Source: an optimization exercise on an open RTL-to-GDS flow (aim: small area, a short achievable clock period and few clock cycles per item). Production flows keep margins and buffers that such runs may drop. In this exercise RTL edits were held to simulation tests only and were not proved equivalent to the original.

## flow/design.v

```verilog
module ysyx_041461_DIV(
    input  wire   [0:0]  clk          ,
    input  wire   [0:0]  rst          ,
    input  wire   [0:0]  DIV_valid_in ,
    input  wire   [0:0]  DIV_signed   ,
    input  wire   [0:0]  DIV_divw     ,
    input  wire   [63:0] DIV_dividend ,
    input  wire   [63:0] DIV_divisor  ,
    output reg    [0:0]  DIV_valid_out,
    output wire   [63:0] DIV_quotient ,
    output wire   [63:0] DIV_remainder
);
localparam S_IDLE  = 3'd0;
localparam S_ABS   = 3'd1;
localparam S_LZ    = 3'd2;
localparam S_ALIGN = 3'd3;
localparam S_ITER  = 3'd4;
localparam S_CORR  = 3'd5;
localparam S_FIX   = 3'd6;
localparam S_DONE  = 3'd7;
reg  [2:0]  state;
reg  [64:0] R;       
reg  [63:0] D;       
reg  [63:0] Q;       
reg  [5:0]  cnt;     
reg         rneg;    
reg         dneg;    
reg         qfin;    
reg         w32;     
assign DIV_quotient  = Q;
assign DIV_remainder = R[63:0];
wire        a_sb  = DIV_divw ? DIV_dividend[31] : DIV_dividend[63];
wire        b_sb  = DIV_divw ? DIV_divisor[31]  : DIV_divisor[63];
wire        a_neg = DIV_signed & a_sb;
wire        b_neg = DIV_signed & b_sb;
wire [63:0] a_ext = {DIV_dividend[63:32] & {32{~DIV_divw}}, DIV_dividend[31:0]};
wire [63:0] b_ext = {DIV_divisor[63:32]  & {32{~DIV_divw}}, DIV_divisor[31:0]};
function [2:0] lz4(input [3:0] x);
    lz4 = x[3] ? 3'd0 : x[2] ? 3'd1 : x[1] ? 3'd2 : x[0] ? 3'd3 : 3'd4;
endfunction
function [4:0] lz16(input [15:0] x);
    reg [2:0] a, b, c, d;
    begin
        a = lz4(x[15:12]); b = lz4(x[11:8]); c = lz4(x[7:4]); d = lz4(x[3:0]);
        lz16 = !a[2] ? {3'd0, a[1:0]} : !b[2] ? {3'd1, b[1:0]} :
               !c[2] ? {3'd2, c[1:0]} : !d[2] ? {3'd3, d[1:0]} : 5'd16;
    end
endfunction
function [6:0] lz64(input [63:0] x);
    reg [4:0] a, b, c, d;
    begin
        a = lz16(x[63:48]); b = lz16(x[47:32]); c = lz16(x[31:16]); d = lz16(x[15:0]);
        lz64 = !a[4] ? {3'd0, a[3:0]} : !b[4] ? {3'd1, b[3:0]} :
               !c[4] ? {3'd2, c[3:0]} : !d[4] ? {3'd3, d[3:0]} : 7'd64;
    end
endfunction
function [64:0] add65(input [64:0] a, input [64:0] b, input cin);
    reg [64:0] g, p, G, P;
    integer i, l, j;
    begin
        g = a & b;
        p = a ^ b;
        G = g;
        P = p;
        G[0] = g[0] | (p[0] & cin);
        for (l = 0; l < 7; l = l + 1)
            for (i = 0; i < 65; i = i + 1)
                if ((i >> l) & 1) begin
                    j = ((i >> l) << l) - 1;
                    G[i] = G[i] | (P[i] & G[j]);
                    P[i] = P[i] & P[j];
                end
        add65 = p ^ {G[63:0], cin};
    end
endfunction
wire       need_fix = rneg | dneg;
wire [6:0] lz_r = lz64(R[63:0]);
wire [6:0] lz_d = lz64(D);
wire [5:0] sdiff = lz_d[5:0] - lz_r[5:0];
wire       d_zero = lz_d[6];
wire       s_zero = lz_d == lz_r;
wire       do_lz = (state == S_LZ) | ((state == S_ABS) & ~need_fix);
wire        sub = ~R[64];
wire [64:0] sum = add65(R, {1'b0, D} ^ {65{sub}}, sub);
wire        no_iter = d_zero | sum[64];         
wire [5:0]  step = (cnt[5:4] != 2'd0) ? 6'd16 : (cnt[3:2] != 2'd0) ? 6'd4 : 6'd1;
wire        al_last = cnt == step;
wire [5:0]  shifted = Q[5:0] + step;
always @(posedge clk or posedge rst) begin
    if (rst) begin
        state         <= S_IDLE;
        DIV_valid_out <= 1'b0;
    end
    else begin
        DIV_valid_out <= 1'b0;
        case (state)
            S_IDLE:  if (DIV_valid_in) state <= S_ABS;
            S_ABS,
            S_LZ:    if (state == S_ABS && need_fix) state <= S_LZ;
                     else if (no_iter) begin
                         state <= rneg ? S_FIX : S_DONE;
                         DIV_valid_out <= ~rneg;
                     end
                     else state <= s_zero ? S_ITER : S_ALIGN;
            S_ALIGN: if (al_last) state <= S_ITER;
            S_ITER:  if (cnt == 6'd0) begin
                         if (sum[64]) state <= S_CORR;
                         else begin
                             state <= need_fix ? S_FIX : S_DONE;
                             DIV_valid_out <= ~need_fix;
                         end
                     end
            S_CORR:  begin
                         state <= need_fix ? S_FIX : S_DONE;
                         DIV_valid_out <= ~need_fix;
                     end
            S_FIX:   begin state <= S_DONE; DIV_valid_out <= 1'b1; end
            default: state <= S_IDLE;
        endcase
    end
end
always @(posedge clk) begin
    case (state)
        S_IDLE: begin
            R    <= {1'b0, a_ext};
            D    <= b_ext;
            rneg <= a_neg;
            dneg <= b_neg;
            w32  <= DIV_divw;
        end
        S_ABS,
        S_LZ: begin
            if (do_lz) begin
                Q    <= {{63{d_zero & ~(rneg ^ dneg)}}, d_zero};
                cnt  <= sdiff;
                qfin <= no_iter;
            end
            else begin
                if (rneg) R <= {1'b0, -{R[63:32] | {32{w32}}, R[31:0]}};
                if (dneg) D <= -{D[63:32] | {32{w32}}, D[31:0]};
            end
        end
        S_ALIGN: begin
            D  <= (step == 6'd16) ? {D[47:0], 16'b0} :
                  (step == 6'd4)  ? {D[59:0], 4'b0}  : {D[62:0], 1'b0};
            Q[5:0] <= al_last ? 6'd0 : shifted;
            cnt    <= al_last ? shifted : cnt - step;
        end
        S_ITER: begin
            R   <= sum;
            Q   <= {Q[62:0], ~sum[64]};
            if (cnt != 6'd0) D <= {1'b0, D[63:1]};
            cnt <= cnt - 6'd1;
        end
        S_CORR: begin
            R   <= sum;
        end
        S_FIX: begin
            if (rneg)        R <= {1'b0, -R[63:0]};
            if ((rneg ^ dneg) & ~qfin) Q <= -Q;
        end
        default: ;
    endcase
end
endmodule
```

## flow/config.mk

```make
export PLATFORM = sky130hd
export DESIGN_NAME = ysyx_041461_DIV
export DESIGN_NICKNAME = ysyx_041461_DIV
export VERILOG_FILES = /design/flow/design.v
export SDC_FILE = /design/flow/constraint.sdc
export NUM_CORES = 4
export LEC_CHECK = 0
export CAP_MARGIN = 60
export CORE_MARGIN = 2
export CORE_UTILIZATION = 70
export PLACE_DENSITY = 0.75
export SETUP_SLACK_MARGIN = 5
export SLEW_MARGIN = 60
```

## flow/run.sh

```bash
#!/bin/bash
# synth_recipe.tcl (not shown) runs the flow's synth.tcl, then flattens the netlist and writes it again
# the make line also repeats each setting of config.mk as NAME=value (left out here)
make -C /OpenROAD-flow-scripts/flow DESIGN_CONFIG=/design/flow/config.mk WORK_HOME=/design/flow/orfs CLKGATE_MAP_FILE= SYNTH_SCRIPT=/design/flow/synth_recipe.tcl finish
```

## flow/constraint.sdc

```tcl
create_clock -name core_clock -period 11.0 [get_ports {clk}]
set_input_delay 2.2000 -clock core_clock [delete_from_list [all_inputs] [get_ports {clk}]]
set_output_delay 2.2000 -clock core_clock [all_outputs]
set_load 0.01 [all_outputs]
```

==> results of run 1 <==
==> worst max path at each step <==
stage | from | end | slack (ns) | cells past startpoint
after floorplan | state[1] | D[0] | 6.34 | 7
after global placement | D[16] | cnt[4] | 6.36 | 14
after detailed placement | D[16] | cnt[4] | 6.34 | 14
after CTS | D[16] | cnt[4] | 6.33 | 14
after global routing | D[16] | cnt[5] | 5.85 | 18
final | D[16] | cnt[5] | 6.11 | 18
==> layer usage <==
metal,up-vias,GRT usage,share of wire
met5,-,0,0
met4,0,0.196,0.049
met3,333,0.0741,0.13
met2,1815,0.669,0.45
met1,9934,0.559,0.37
li1,9385,-,-
==> final cells by class <==
cell class,instances,area (sq um)
multi-input cells,1964,13400
inverters,74,278
clock buffers,28,637
clock inverters,16,73.8
flip-flops and latches,207,6200
repair buffers,297,3010
diodes,1,2.50
well taps,390,488
fillers,1909,5340
==> flip-flops by register name, summed over array words and instances, names as in the netlist <==
register	cells
cnt	6
Q	64
w32	1
dneg	1
D	64
R	65
DIV_valid_out	1
rneg	1
qfin	1
state	3
==> logic make-up after synthesis <==
kind of cell | Yosys count
and+or+nand+nor | 783
DFF | 207
buffers and inverters | 326
xor gates and xnor gates | 273
AOI/OAI and AO/OA | 746
muxes | 70
adders and majority gates | 92
==> synthesized netlist by cell type (all sizes together), types with 19 or more instances <==
master,count,area [sq um]
nand3,43,220
xnor2,177,1550
mux2i,65,651
buf,83,577
nand2b,22,138
xor2,96,841
o21ai,246,1230
and3,22,138
a211oi,21,158
ha,85,1060
a22oi,56,420
nor4,45,324
a221oi,23,201
edfxtp,203,6100
or4,32,255
a21oi,154,771
nor2,186,698
inv,73,274
a221o,23,230
nand2,220,826
or3,37,231
o21bai,19,143
nor3,82,420
a21o,28,210
a222oi,37,370
clkbuf,169,634
==> cells in the final DEF, fill, tap and decap left out, drive strengths merged, types with 11 or more instances in the layout <==
cell type / n
nand3b: 12
xor2: 96
o21ai: 246
nand4: 12
a221o: 23
and3: 22
clkbuf: 30
clkdlybuf4s50: 261
buf: 34
nand2b: 22
mux2i: 65
o211ai: 18
or2: 17
a222oi: 37
nand3: 43
a211oi: 21
or3: 37
nor2: 186
a31oi: 11
edfxtp: 203
nor4: 45
inv: 73
xnor2: 177
a221oi: 23
o31ai: 18
o21bai: 19
o22ai: 17
nand2: 220
nor2b: 18
a21oi: 154
a21o: 28
ha: 85
nor3: 82
or4: 32
nor3b: 13
clkinv: 17
a22oi: 56
==> critical path, stage by stage (launching register included) <==
cell and delay (ns):
edfxtp_1 0.65, nor4_2 0.60, nand3_1 0.39, nor2_1 0.29, nand2_1 0.20, nor4_1 0.48, a21oi_1 0.15, o32ai_1 0.17
a22o_1 0.21, ha_1 0.24, nor2b_1 0.13, o21ai_0 0.16, nand2b_1 0.11, a21o_1 0.18, a21oi_1 0.17, xnor2_1 0.17
nor2_1 0.07, a21oi_1 0.15, a21oi_1 0.08
==> notes.md, run 1 <==
The ratio of cells with drive above 1 in the final layout came out at 0.0638. The detailed-route wire length per cell is about 23 um. The design area came out at 24100 sq um. The number of hold-repair buffers added at the cts stage is 0. The post-CTS setup-driven buffer insertion count came out at 0. The final-report max-slew violation count came out at 0. The post-synth net total came out at about 2700. The instance area after placement is 23200 sq um.

For this configuration, the core starts out at a cell density of 0.707. The adder and majority gate portion of the synthesized area is 0.0579. At the worst endpoint, the arrival time is 5.16 ns. The core region is between 20000 and 30000 sq um.

The maximum clock rate is 204 MHz. STA classifies the critical path endpoint as a flip-flop. The cell count after synthesis came out at 2497.

The most used flip-flop cell after synthesis is edfxtp_1. The reg-to-reg critical path endpoint is cnt[5]. The clock latency of the later-clocked register in the worst-skew pair is around 0.55 ns. The xor and xnor fraction of the mapped netlist area came out at 0.115.

The number of distinct standard cells referenced by the synthesized netlist is 86. For this run, the number of Yosys warnings is 1. In the finished design, the share of the clock period the worst path needs comes to 0.445. Post-CTS repair changed the size of 0 cells. Hold timing on the final database bottoms out at a slack of roughly 0.66 ns. The critical setup path kind is reg -> reg.

The width of the die came out at 176 um. The count of cells along the worst hold path came out at 2. The die outline area came out at approximately 31000 sq um. The final layout contains routed wiring with a total length of 69.0 mm.

The mux cell area share after synthesis is 0.0340. The growth of design area from synthesis to finish is 15.9%. The number of iterations in the first detailed-routing pass is 11. The normalized max-slew margin is 0.598. By area, the combinational part of the netlist is dominated by compound AO/OA/AOI/OAI gates. The HPWL reported at the end of detailed placement is 47.4 mm. Setup violations remaining at the end of the flow were counted as 0.

The share of flip-flops with an asynchronous set or reset after synthesis came out at 0.0193. The maximum number of pins on one net before global-route repair came out at between 90 and 100. The TritonCTS clock tree is yes. The cell area that synthesis handed to floorplanning was roughly 21000 sq um. The slew at the pin closest to its max-slew limit is 0.601 ns.

Setup repair after global routing left no endpoint under its margin. The number of violations reported at the end of detailed-routing iteration 0 came out at 3884. In the final design database the tool counted ~2800 nets. Across all layers, the routed design uses 21500 vias. Once detail routing completed, the nets flagged for antenna violations numbered 0. The number of rows created at floorplan is 63.

The path with the worst hold slack has its endpoint at Q[52]. The clock transition at the register clock pins on the worst setup and hold paths after CTS is about 0.06 ns.

The number of antenna violations at the first check in global routing is 1. The worst-case register-to-register setup slack came out at around 6 ns. For the finished layout, the period the worst path requires is just under 5 ns.

The global route total overflow is 0. The number of placed instances, taps included, is 2928. The worst clock skew on the final layout came out at ~0.013 ns. The register area share after synthesis came out at 0.298. The cell depth of the worst flop-to-flop path came out at 18. The worst min-delay path class is reg -> reg.

The largest fanout of any net on the critical path is 11. The quantity of I/O buffers inserted on ports is 261. The total number of clock tree sinks is between 200 and 250. The number of placed I/O pins is ~260. In this run, CTS created clock tree buffers numbering 25. The complex-gate fraction of the synthesized area is 0.233. The CTS H-tree depth came out at 1. The total routing resource utilization after global routing is 0.420. The synthesized area per cell came out at ~8.3 sq um. The via count of the first global-routing pass came out at 20000. The height of the die came out at between 150 and 200 um.

The run finished with no timing, DRC or antenna violations. The detailed-route vias per instance came out at 7.21. The tree is rooted in a clkbuf_16. The number of buffers between clock root and the deepest sink came out at 3.

The worst path setup slack after routing is between 6 and 7 ns. The startpoint identified for the worst hold timing path is Q[51].

STA puts the critical path data required time at approximately 11 ns. The fraction of the core area covered by cells at the end of the flow is 0.819. The placer congestion estimate came out at 1.01. In this run, synthesis inferred 203 flip-flops with an integrated enable. The hold violation count in the final report was 0. In the routed design, unresolved DRC markers number 0.

The wire length of the first global-routing pass is 106 mm. The post-place setup slack came out at around 6.3 ns. The max-capacitance violation count came out at 0. The setup total negative slack came out at 0 ns.

The worst setup path is launched from a flip-flop. The count of state elements after synthesis is 207. The number of standard cells in the layout, taps in and fillers out came out at a little under 3000. In this run the critical register-to-register path is launched from D[16].

The share of synthesized cell area in and, or, nand and nor gates came out at 0.190.
Testbench counts, summed over its fixed seeds: cycles 19,976, items 1,600.
==> run 2, diff against run 1 <==
--- a/flow/design.v
+++ b/flow/design.v
@@ -85,3 +85,4 @@
 wire        no_iter = d_zero | sum[64];         
-wire [5:0]  step = (cnt[5:4] != 2'd0) ? 6'd16 : (cnt[3:2] != 2'd0) ? 6'd4 : 6'd1;
+wire [5:0]  step = (cnt[5:4] != 2'd0) ? 6'd16 : (cnt[3:2] != 2'd0) ? 6'd4 :
+                   (cnt[1:0] != 2'd0) ? 6'd1 : 6'd0;
 wire        al_last = cnt == step;
@@ -103,3 +104,3 @@
                      end
-                     else state <= s_zero ? S_ITER : S_ALIGN;
+                     else state <= S_ALIGN;
             S_ALIGN: if (al_last) state <= S_ITER;
@@ -143,4 +144,5 @@
         S_ALIGN: begin
-            D  <= (step == 6'd16) ? {D[47:0], 16'b0} :
-                  (step == 6'd4)  ? {D[59:0], 4'b0}  : {D[62:0], 1'b0};
+            if (step != 6'd0)
+                D <= (step == 6'd16) ? {D[47:0], 16'b0} :
+                     (step == 6'd4)  ? {D[59:0], 4'b0}  : {D[62:0], 1'b0};
             Q[5:0] <= al_last ? 6'd0 : shifted;
==> run 2 against run 1 <==
Against the previous run: flip-flop and latch count unchanged; cell count rose by 5.7%; routed wire length increased by 14%; maximum frequency down 0.82%; first-iteration DRC count grew 27%; non-clock buffer count up 18; clock skew increased by 0.024 ns; highest routed layer unchanged.
==> notes.md, run 2 <==
The final-report max-slew violation count came out at 0 (unchanged). The number of violations reported at the end of detailed-routing iteration 0 is 4915 (was 3884). The number of antenna violations at the first check in global routing is 1 (unchanged). Top flop regs: R x65, D x64, Q x64 (unchanged). The kind of end point of the critical path is a flip-flop (unchanged). The wire length of the first global-routing pass came out at 119 mm (was 106 mm). The critical register-to-register path startpoint is R[26] (was D[16]).

The critical setup path kind is reg -> reg (unchanged). List of most frequent post-synthesis cells: 358 x nand2_1, 250 x nor2_1, 213 x o21ai_0 (was 241 x o21ai_0, 220 x nand2_1, 203 x edfxtp_1). The total number of clock tree sinks is 207 (unchanged). The cell depth of the worst flop-to-flop path is 19 (was 18). The global route total overflow came to 0 (unchanged). The clock transition at the register clock pins on the worst setup and hold paths after CTS is 0.07 ns (was 0.06 ns).

The combined flip-flop and latch cell area was 6200 sq um (about the same). The TritonCTS clock tree is yes (unchanged). The largest fanout of any net on the critical path came to 8 (was 11). The number of cells upsized or downsized after cts is 0 (unchanged). The max-capacitance violation count came out at 0 (unchanged).

The post-place setup slack came out at 6.28 ns (was 6.34 ns). The number of instances in the synthesized netlist came to 2669 (was 2497). The CTS buffer count came out at 26 (was 25). The cell count after placement came out at 3087 (was 2928).

The arrival time reported for the critical path endpoint was 5.25 ns (was 5.16 ns). The most frequent standard cell in the layout excluding fill and tap cells is nand2_1 (was clkdlybuf4s50_1). The width of the die came out at 178 um (was 176 um).

The number of standard cells in the layout, taps in and fillers out came out at 3146 (was 2977). The count of cells along the worst hold path came out at 2 (unchanged). Most frequent cells in the layout: 354 x nand2_1, 261 x clkdlybuf4s50_1, 243 x nor2_1 (was 261 x clkdlybuf4s50_1, 238 x o21ai_0, 215 x nand2_1). The total via count in the routed design is 23700 (was 21500). The number of flip-flops in the largest register came out at 65 (unchanged). The setup total negative slack came to 0 ns (unchanged). The height of the die is 178 um (was 176 um). The number of nets in the layout is 2960 (was 2794). The most repeated cell in the gate-level netlist after synthesis is nand2_1 (was o21ai_0). The normalized max-slew margin is 0.576 (was 0.598). The total routing resource utilization after global routing is 0.476 (was 0.420).

The die outline area is 31500 sq um (was 31100 sq um). The setup violation total in the final timing report is 0 (unchanged).

The quantity of I/O buffers inserted on ports came out at 261 (unchanged). The area share of the largest cell type after synthesis is 0.289 (was 0.293). The CTS H-tree depth came out at 1 (unchanged). The worst-case register-to-register setup slack came out at 6.07 ns (was 6.11 ns). The worst min-delay path class was reg -> reg (unchanged). The clock latency of the later-clocked register in the worst-skew pair is 0.58 ns (was 0.55 ns).

The synthesized area per cell was 7.90 sq um (was 8.32 sq um). The buffer cell driving the clock tree root is clkbuf_16 (unchanged). The met2 layer wire length in the routed design is 34.4 mm (was 31.1 mm). The aggregate routed wire length came out at 78.9 mm (was 69.0 mm). The detailed-route wire length per cell is 25.1 um (was 23.2 um). The sink of the worst hold path is DIV_valid_out (was Q[52]). The share of flip-flops with an asynchronous set or reset after synthesis came out at 0.0193 (unchanged). The placer congestion estimate is 1.03 (was 1.01). The ratio of cells with drive above 1 in the final layout is 0.0624 (was 0.0638). The detailed-route vias per instance came out at 7.54 (was 7.21).

The maximum clock rate came to 203 MHz (was 204 MHz). The final-layout worst hold slack came out at 0.584 ns (was 0.661 ns). The worst path setup slack after routing came out at 6.07 ns (was 6.11 ns). The multi-input logic area is 13700 sq um (was 13400 sq um). The count of state elements after synthesis came to 207 (unchanged). The number of buffers between clock root and the deepest sink was 3 (unchanged).

The number of iterations in the first detailed-routing pass is 12 (was 11). The library cell occupying the most area in the post-synthesis netlist is edfxtp_1 (unchanged). The portion of the clock cycle consumed by the worst path in the final layout is 0.448 (was 0.445). The post-CTS setup-driven buffer insertion count is 0 (unchanged). The hold violation count in the final report came out at 0 (unchanged). The number of placed I/O pins is 262 (unchanged). The post-layout minimum cycle time is 4.93 ns (was 4.89 ns). The start point of the worst min-delay path was rneg (was Q[51]). The required time at the endpoint of the critical path is 11.32 ns (was 11.27 ns).

The placeable core region came out at 29600 sq um (was 29400 sq um). The number of rows created at floorplan came out at 63 (unchanged). The maximum number of pins on one net before global-route repair came out at 101 (was 96). The worst clock skew on the final layout came to 0.0370 ns (was 0.0129 ns). The wire length on met1 is 25.8 mm (was 25.5 mm).

The reg-to-reg critical path endpoint was cnt[5] (unchanged). The growth of design area from synthesis to finish is 16.2% (was 15.9%). The post-synth net total came out at 2894 (was 2722).

The predominant post-synthesis flop cell is edfxtp_1 (unchanged). The startpoint type of the worst setup path is a flip-flop (unchanged). The number of enable flip-flop cells after synthesis is 203 (unchanged). The register area share after synthesis came to 0.294 (was 0.298). Result of the run: no timing/DRC/antenna violations (unchanged). Setup repair after global routing missed its margin: no (unchanged). The HPWL reported at the end of detailed placement came out at 53.6 mm (was 47.4 mm). The residual DRC count is 0 (unchanged). The total of fill cells in the finished design came out at 1824 (was 1909). The top layer reached by signal wires was met4 (unchanged).

The number of synthesis warnings is 1 (unchanged). The summed instance area of the synthesized netlist came out at 21100 sq um (was 20800 sq um). The via count of the first global-routing pass is 21800 (was 20000). The starting density of the core came out at 0.712 (was 0.707). The count of nets left with antenna violations after detail routing came out at 0 (unchanged). The largest register by flop count is R (unchanged).

Top area cells in the synthesized netlist: edfxtp_1 29%, xnor2_1 7.0%, nand2_1 6.4% (was edfxtp_1 29%, xnor2_1 7.5%, o21ai_0 5.8%). The slew at the pin closest to its max-slew limit is 0.636 ns (was 0.601 ns).

The total length of routed met3 wires was 12.1 mm (was 9.03 mm). The number of distinct standard cells referenced by the synthesized netlist is 77 (was 86). The number of hold-repair buffers added at the cts stage came out at 0 (unchanged).
==> run 2: critical path, cell delays in order (launching register included) <==
cell       delay, ns
edfxtp_1        0.54
or4_1           0.68
nor2_1          0.32
and2_1          0.29
nand2b_1        0.22
nor3_1          0.35
a21oi_1         0.18
a2bb2oi_1       0.21
o32ai_2         0.28
inv_1           0.09
ha_1            0.27
nor2b_1         0.13
o21ai_0         0.15
nand2b_1        0.11
a21o_1          0.19
a21oi_1         0.18
xnor2_1         0.19
nor2_1          0.07
a21oi_1         0.14
a21oi_1         0.08
==> run 2: area by class of cell <==
type / instances / share of cell area
multi-input combinational: 2120 / 0.557
sequential: 207 / 0.253
timing repair buffer: 315 / 0.127
clock buffer: 27 / 0.0267
tap: 390 / 0.0199
inverter: 65 / 0.00995
clock inverter: 21 / 0.00556
antenna: 1 / 0.000102
==> run 2: worst max-delay path by stage <==
stage | end | slack [ns] | start
finish | cnt[5] | 6.07 | R[26]
global placement | state[2] | 5.48 | R[64]
global route | cnt[5] | 5.92 | R[26]
floorplan | D[0] | 6.15 | state[0]
detailed placement | cnt[5] | 6.28 | R[0]
CTS | cnt[5] | 6.27 | R[0]
==> run 2: layer usage <==
layer	GRT usage	vias up
met4	0.323	0
met3	0.111	618
met1	0.587	10600
li1	-	9919
met2	0.739	2554
met5	0	-
==> run 2: logic make-up after synthesis <==
logic type,synth area share
AO/OA/AOI/OAI,0.232
XOR/XNOR,0.103
adder cells (fa/ha/maj),0.0580
buffers and inverters,0.0724
flip-flops,0.294
multiplexers,0.0198
AND/OR/NAND/NOR,0.221
==> run 2: metrics by stage <==
step | utilization | instance area (sq um)
floorplan | - | 21100
global placement | 0.783 | 23200
detailed placement | 0.793 | 23500
CTS | 0.820 | 24300
global route | 0.827 | 24500
finish | 0.827 | 24500
Testbench counts of run 2, summed over its fixed seeds: cycles 20,085, items 1,600.
==> run 3, diff against run 2 <==
--- a/flow/design.v
+++ b/flow/design.v
@@ -28,3 +28,2 @@
 reg         qfin;    
-reg         w32;     
 assign DIV_quotient  = Q;
@@ -35,4 +34,4 @@
 wire        b_neg = DIV_signed & b_sb;
-wire [63:0] a_ext = {DIV_dividend[63:32] & {32{~DIV_divw}}, DIV_dividend[31:0]};
-wire [63:0] b_ext = {DIV_divisor[63:32]  & {32{~DIV_divw}}, DIV_divisor[31:0]};
+wire [63:0] a_ext = {DIV_divw ? {32{a_neg}} : DIV_dividend[63:32], DIV_dividend[31:0]};
+wire [63:0] b_ext = {DIV_divw ? {32{b_neg}} : DIV_divisor[63:32],  DIV_divisor[31:0]};
 function [2:0] lz4(input [3:0] x);
@@ -78,5 +77,3 @@
 wire [6:0] lz_d = lz64(D);
-wire [5:0] sdiff = lz_d[5:0] - lz_r[5:0];
 wire       d_zero = lz_d[6];
-wire       s_zero = lz_d == lz_r;
 wire       do_lz = (state == S_LZ) | ((state == S_ABS) & ~need_fix);
@@ -85,6 +82,8 @@
 wire        no_iter = d_zero | sum[64];         
-wire [5:0]  step = (cnt[5:4] != 2'd0) ? 6'd16 : (cnt[3:2] != 2'd0) ? 6'd4 :
-                   (cnt[1:0] != 2'd0) ? 6'd1 : 6'd0;
-wire        al_last = cnt == step;
-wire [5:0]  shifted = Q[5:0] + step;
+wire        qneg = rneg ^ dneg;
+wire [5:0]  al = cnt - Q[5:0];
+wire [5:0]  step = (al[5:4] != 2'd0) ? 6'd16 : (al[3:2] != 2'd0) ? 6'd4 :
+                   (al[1:0] != 2'd0) ? 6'd1 : 6'd0;
+wire        al_last = al == step;
+wire [5:0]  shifted = Q[11:6] + step;
 always @(posedge clk or posedge rst) begin
@@ -129,3 +128,2 @@
             dneg <= b_neg;
-            w32  <= DIV_divw;
         end
@@ -134,4 +132,4 @@
             if (do_lz) begin
-                Q    <= {{63{d_zero & ~(rneg ^ dneg)}}, d_zero};
-                cnt  <= sdiff;
+                Q   <= no_iter ? {{63{d_zero & ~qneg}}, d_zero} : {58'd0, lz_r[5:0]};
+                cnt <= lz_d[5:0];
                 qfin <= no_iter;
@@ -139,4 +137,4 @@
             else begin
-                if (rneg) R <= {1'b0, -{R[63:32] | {32{w32}}, R[31:0]}};
-                if (dneg) D <= -{D[63:32] | {32{w32}}, D[31:0]};
+                if (rneg) R <= {1'b0, -R[63:0]};
+                if (dneg) D <= -D;
             end
@@ -147,4 +145,8 @@
                      (step == 6'd4)  ? {D[59:0], 4'b0}  : {D[62:0], 1'b0};
-            Q[5:0] <= al_last ? 6'd0 : shifted;
-            cnt    <= al_last ? shifted : cnt - step;
+            Q[11:6] <= shifted;
+            cnt     <= cnt - step;
+            if (al_last) begin
+                Q   <= 64'd0;
+                cnt <= shifted;
+            end
         end
@@ -161,3 +163,3 @@
             if (rneg)        R <= {1'b0, -R[63:0]};
-            if ((rneg ^ dneg) & ~qfin) Q <= -Q;
+            if (qneg & ~qfin) Q <= -Q;
         end
--- a/flow/config.mk
+++ b/flow/config.mk
@@ -9,4 +9,3 @@
 export CORE_MARGIN = 2
-export CORE_UTILIZATION = 70
-export PLACE_DENSITY = 0.75
+export CORE_UTILIZATION = 60
 export SETUP_SLACK_MARGIN = 5
==> run 3 against run 2 <==
Against the previous run: flip-flop and latch count shrank 1; die area grew 20%; still clean on timing, DRC and antenna; sequential share of layout area shrank 0.63 points; final area grew 2.0%; global-route usage shrank 8.5 points.
==> notes.md, run 3 <==
The number of placed I/O pins came out at 262 (unchanged). The final-layout worst hold slack is 0.666 ns (was 0.584 ns). The startpoint type of the worst setup path is a flip-flop (unchanged). The CTS buffer count is 26 (unchanged). The number of antenna violations at the first check in global routing was 1 (unchanged). The share of flip-flops with an asynchronous set or reset after synthesis is 0.0194 (was 0.0193). Top flop regs: R x65, D x64, Q x64 (unchanged). The number of flip-flops in the largest register is 65 (unchanged). The number of synthesis warnings came out at 1 (unchanged).

The number of enable flip-flop cells after synthesis came out at 202 (was 203). The worst min-delay path class is reg -> reg (unchanged). The max-capacitance violation count came to 0 (unchanged).

The number of cells upsized or downsized after cts was 0 (unchanged). The predominant post-synthesis flop cell is edfxtp_1 (unchanged). The number of nets in the layout was 2949 (was 2960). The maximum number of pins on one net before global-route repair was 84 (was 101). The setup violation total in the final timing report is 0 (unchanged).

The start point of the worst min-delay path is Q[31] (was rneg). The design area is 25000 sq um (was 24500 sq um). The area share of the largest cell type after synthesis came out at 0.279 (was 0.289).

The critical register-to-register path startpoint is Q[1] (was R[26]). The post-layout minimum cycle time is 4.90 ns (was 4.93 ns).

The largest fanout of any net on the critical path came to 83 (was 8). The width of the die is 194 um (was 178 um). The ratio of cells with drive above 1 in the final layout came out at 0.0697 (was 0.0624). The number of distinct standard cells referenced by the synthesized netlist came out at 93 (was 77). Result of the run: no timing/DRC/antenna violations (unchanged). The starting density of the core is 0.610 (was 0.712). The wire length of the first global-routing pass came out at 118 mm (was 119 mm).

The detailed-route vias per instance came out at 6.87 (was 7.54). The number of inserted diodes came out at 0 (was 1). The number of hold-repair buffers added at the cts stage is 0 (unchanged). Most frequent cells in the layout: 265 x nand2_1, 261 x clkdlybuf4s50_1, 212 x a21oi_1 (was 354 x nand2_1, 261 x clkdlybuf4s50_1, 243 x nor2_1). The kind of end point of the critical path was a flip-flop (unchanged). The buffer cell driving the clock tree root was clkbuf_16 (unchanged).

The most frequent standard cell in the layout excluding fill and tap cells is nand2_1 (unchanged). The cell count after placement is 3146 (was 3087).

The hold violation count in the final report is 0 (unchanged). The worst setup path startpoint is Q[1] (was R[26]). The summed instance area of the synthesized netlist came out at 21700 sq um (was 21100 sq um).

The total via count in the routed design came out at 22000 (was 23700). The final-report max-slew violation count came to 0 (unchanged). The HPWL reported at the end of detailed placement came out at 54.0 mm (was 53.6 mm). The setup total negative slack is 0 ns (unchanged). The number of iterations in the first detailed-routing pass is 6 (was 12).

The total of fill cells in the finished design is 2897 (was 1824). The clock transition at the register clock pins on the worst setup and hold paths after CTS is 0.06 ns (was 0.07 ns). The post-place setup slack came out at 6.22 ns (was 6.28 ns). The aggregate routed wire length is 77.0 mm (was 78.9 mm). The total number of clock tree sinks came out at 206 (was 207). The slew at the pin closest to its max-slew limit is 0.636 ns (about the same). The placeable core region came out at 35600 sq um (was 29600 sq um). The clock latency of the later-clocked register in the worst-skew pair came out at 0.60 ns (was 0.58 ns). The instance area after placement came out at 24100 sq um (was 23500 sq um).

The via count of the first global-routing pass came out at 20800 (was 21800). The detailed-route wire length per cell came out at 24.1 um (was 25.1 um). The number of rows created at floorplan is 69 (was 63). List of most frequent post-synthesis cells: 269 x nand2_1, 214 x a21oi_1, 202 x edfxtp_1 (was 358 x nand2_1, 250 x nor2_1, 213 x o21ai_0). The portion of the clock cycle consumed by the worst path in the final layout is 0.445 (was 0.448). The post-synth net total is 2873 (was 2894). The register area share after synthesis is 0.284 (was 0.294). The normalized max-slew margin came to 0.573 (was 0.576). The critical setup path kind is reg -> reg (unchanged). The count of nets left with antenna violations after detail routing came out at 0 (unchanged). The worst clock skew on the final layout is 0.0224 ns (was 0.0370 ns). Top area cells in the synthesized netlist: edfxtp_1 28%, xnor2_1 7.1%, ha_1 5.0% (was edfxtp_1 29%, xnor2_1 7.0%, nand2_1 6.4%).

The fraction of the core area covered by cells at the end of the flow is 0.703 (was 0.827). Setup repair after global routing missed its margin: no (unchanged). The largest register by flop count is R (unchanged).

The number of buffers between clock root and the deepest sink came out at 3 (unchanged). The CTS H-tree depth came out at 1 (unchanged). The maximum clock rate is 204 MHz (was 203 MHz). The total routing resource utilization after global routing is 0.391 (was 0.476). The library cell occupying the most area in the post-synthesis netlist was edfxtp_1 (unchanged). The post-CTS setup-driven buffer insertion count came out at 0 (unchanged).

The count of state elements after synthesis came out at 206 (was 207). The worst path setup slack after routing is 6.10 ns (was 6.07 ns). The TritonCTS clock tree is yes (unchanged). The global route total overflow came out at 0 (unchanged). The height of the die came to 194 um (was 178 um). The synthesized area per cell came to 8.20 sq um (was 7.90 sq um). The most repeated cell in the gate-level netlist after synthesis was nand2_1 (unchanged). The die outline area came out at 37700 sq um (was 31500 sq um).

The arrival time reported for the critical path endpoint is 5.21 ns (was 5.25 ns). The quantity of I/O buffers inserted on ports came out at 261 (unchanged). The placer congestion estimate is 0.977 (was 1.03). The residual DRC count came out at 0 (unchanged). The number of standard cells in the layout, taps in and fillers out came out at 3201 (was 3146).

The number of violations reported at the end of detailed-routing iteration 0 came out at 2613 (was 4915). The growth of design area from synthesis to finish is 15.2% (was 16.2%). The number of instances in the synthesized netlist came out at 2646 (was 2669). The required time at the endpoint of the critical path is 11.32 ns (about the same).
==> run 3: area by class of cell <==
type	instances	area, sq um	area share
sequential	206	6170	0.247
tap	461	577	0.0231
inverter	85	319	0.0128
timing repair buffer	316	3100	0.124
clock inverter	16	116	0.00465
clock buffer	30	666	0.0266
multi-input combinational	2087	14100	0.562
==> run 3: final timing paths <==
| check | to | slack, ns | cells after the start |
|---|---|---|---|
| max in group asynchronous | state[2] | 8.93 | 2 |
| min in group asynchronous | state[1] | 1.91 | 2 |
| worst max register to register | cnt[5] | 6.10 | 18 |
| worst min-delay path | Q[32] | 0.67 | 2 |
| worst min register to register | Q[32] | 0.67 | 2 |
| worst max-delay path | cnt[5] | 6.10 | 18 |
==> run 3: cell families after synthesis <==
kind of cell / Yosys count / synth area share
simple gates: 844 / 0.198
compound gates: 787 / 0.230
buf+inv: 353 / 0.0815
xor+xnor: 283 / 0.114
flops: 206 / 0.284
fa+ha+maj: 104 / 0.0612
mux: 69 / 0.0319
==> run 3: routing by layer <==
layer	wire length (um)	GRT usage	part of all wire	vias to the layer above
li1	-	-	-	9880
met1	29200	0.501	0.38	10300
met2	35100	0.633	0.46	1488
met3	8260	0.0703	0.11	295
met4	4480	0.200	0.058	0
met5	0	0	0	-
==> run 3: critical path, stage by stage (launching register included) <==
cell and delay, ns:
edfxtp_1 0.49, inv_1 0.20, ha_1 0.26, nor2b_1 0.12, o21ai_0 0.22, a21oi_1 0.13, o21a_1 0.19, or3_1 0.38
a21oi_4 0.29, buf_4 0.27, clkbuf_8 0.49, o21ai_0 0.32, ha_1 0.39, a21oi_1 0.22, nand2b_1 0.09, a21oi_1 0.19
xor2_1 0.09, o21ai_0 0.14, o21ai_0 0.11
Testbench counts of run 3, summed over its fixed seeds: cycles 20,085, items 1,600.
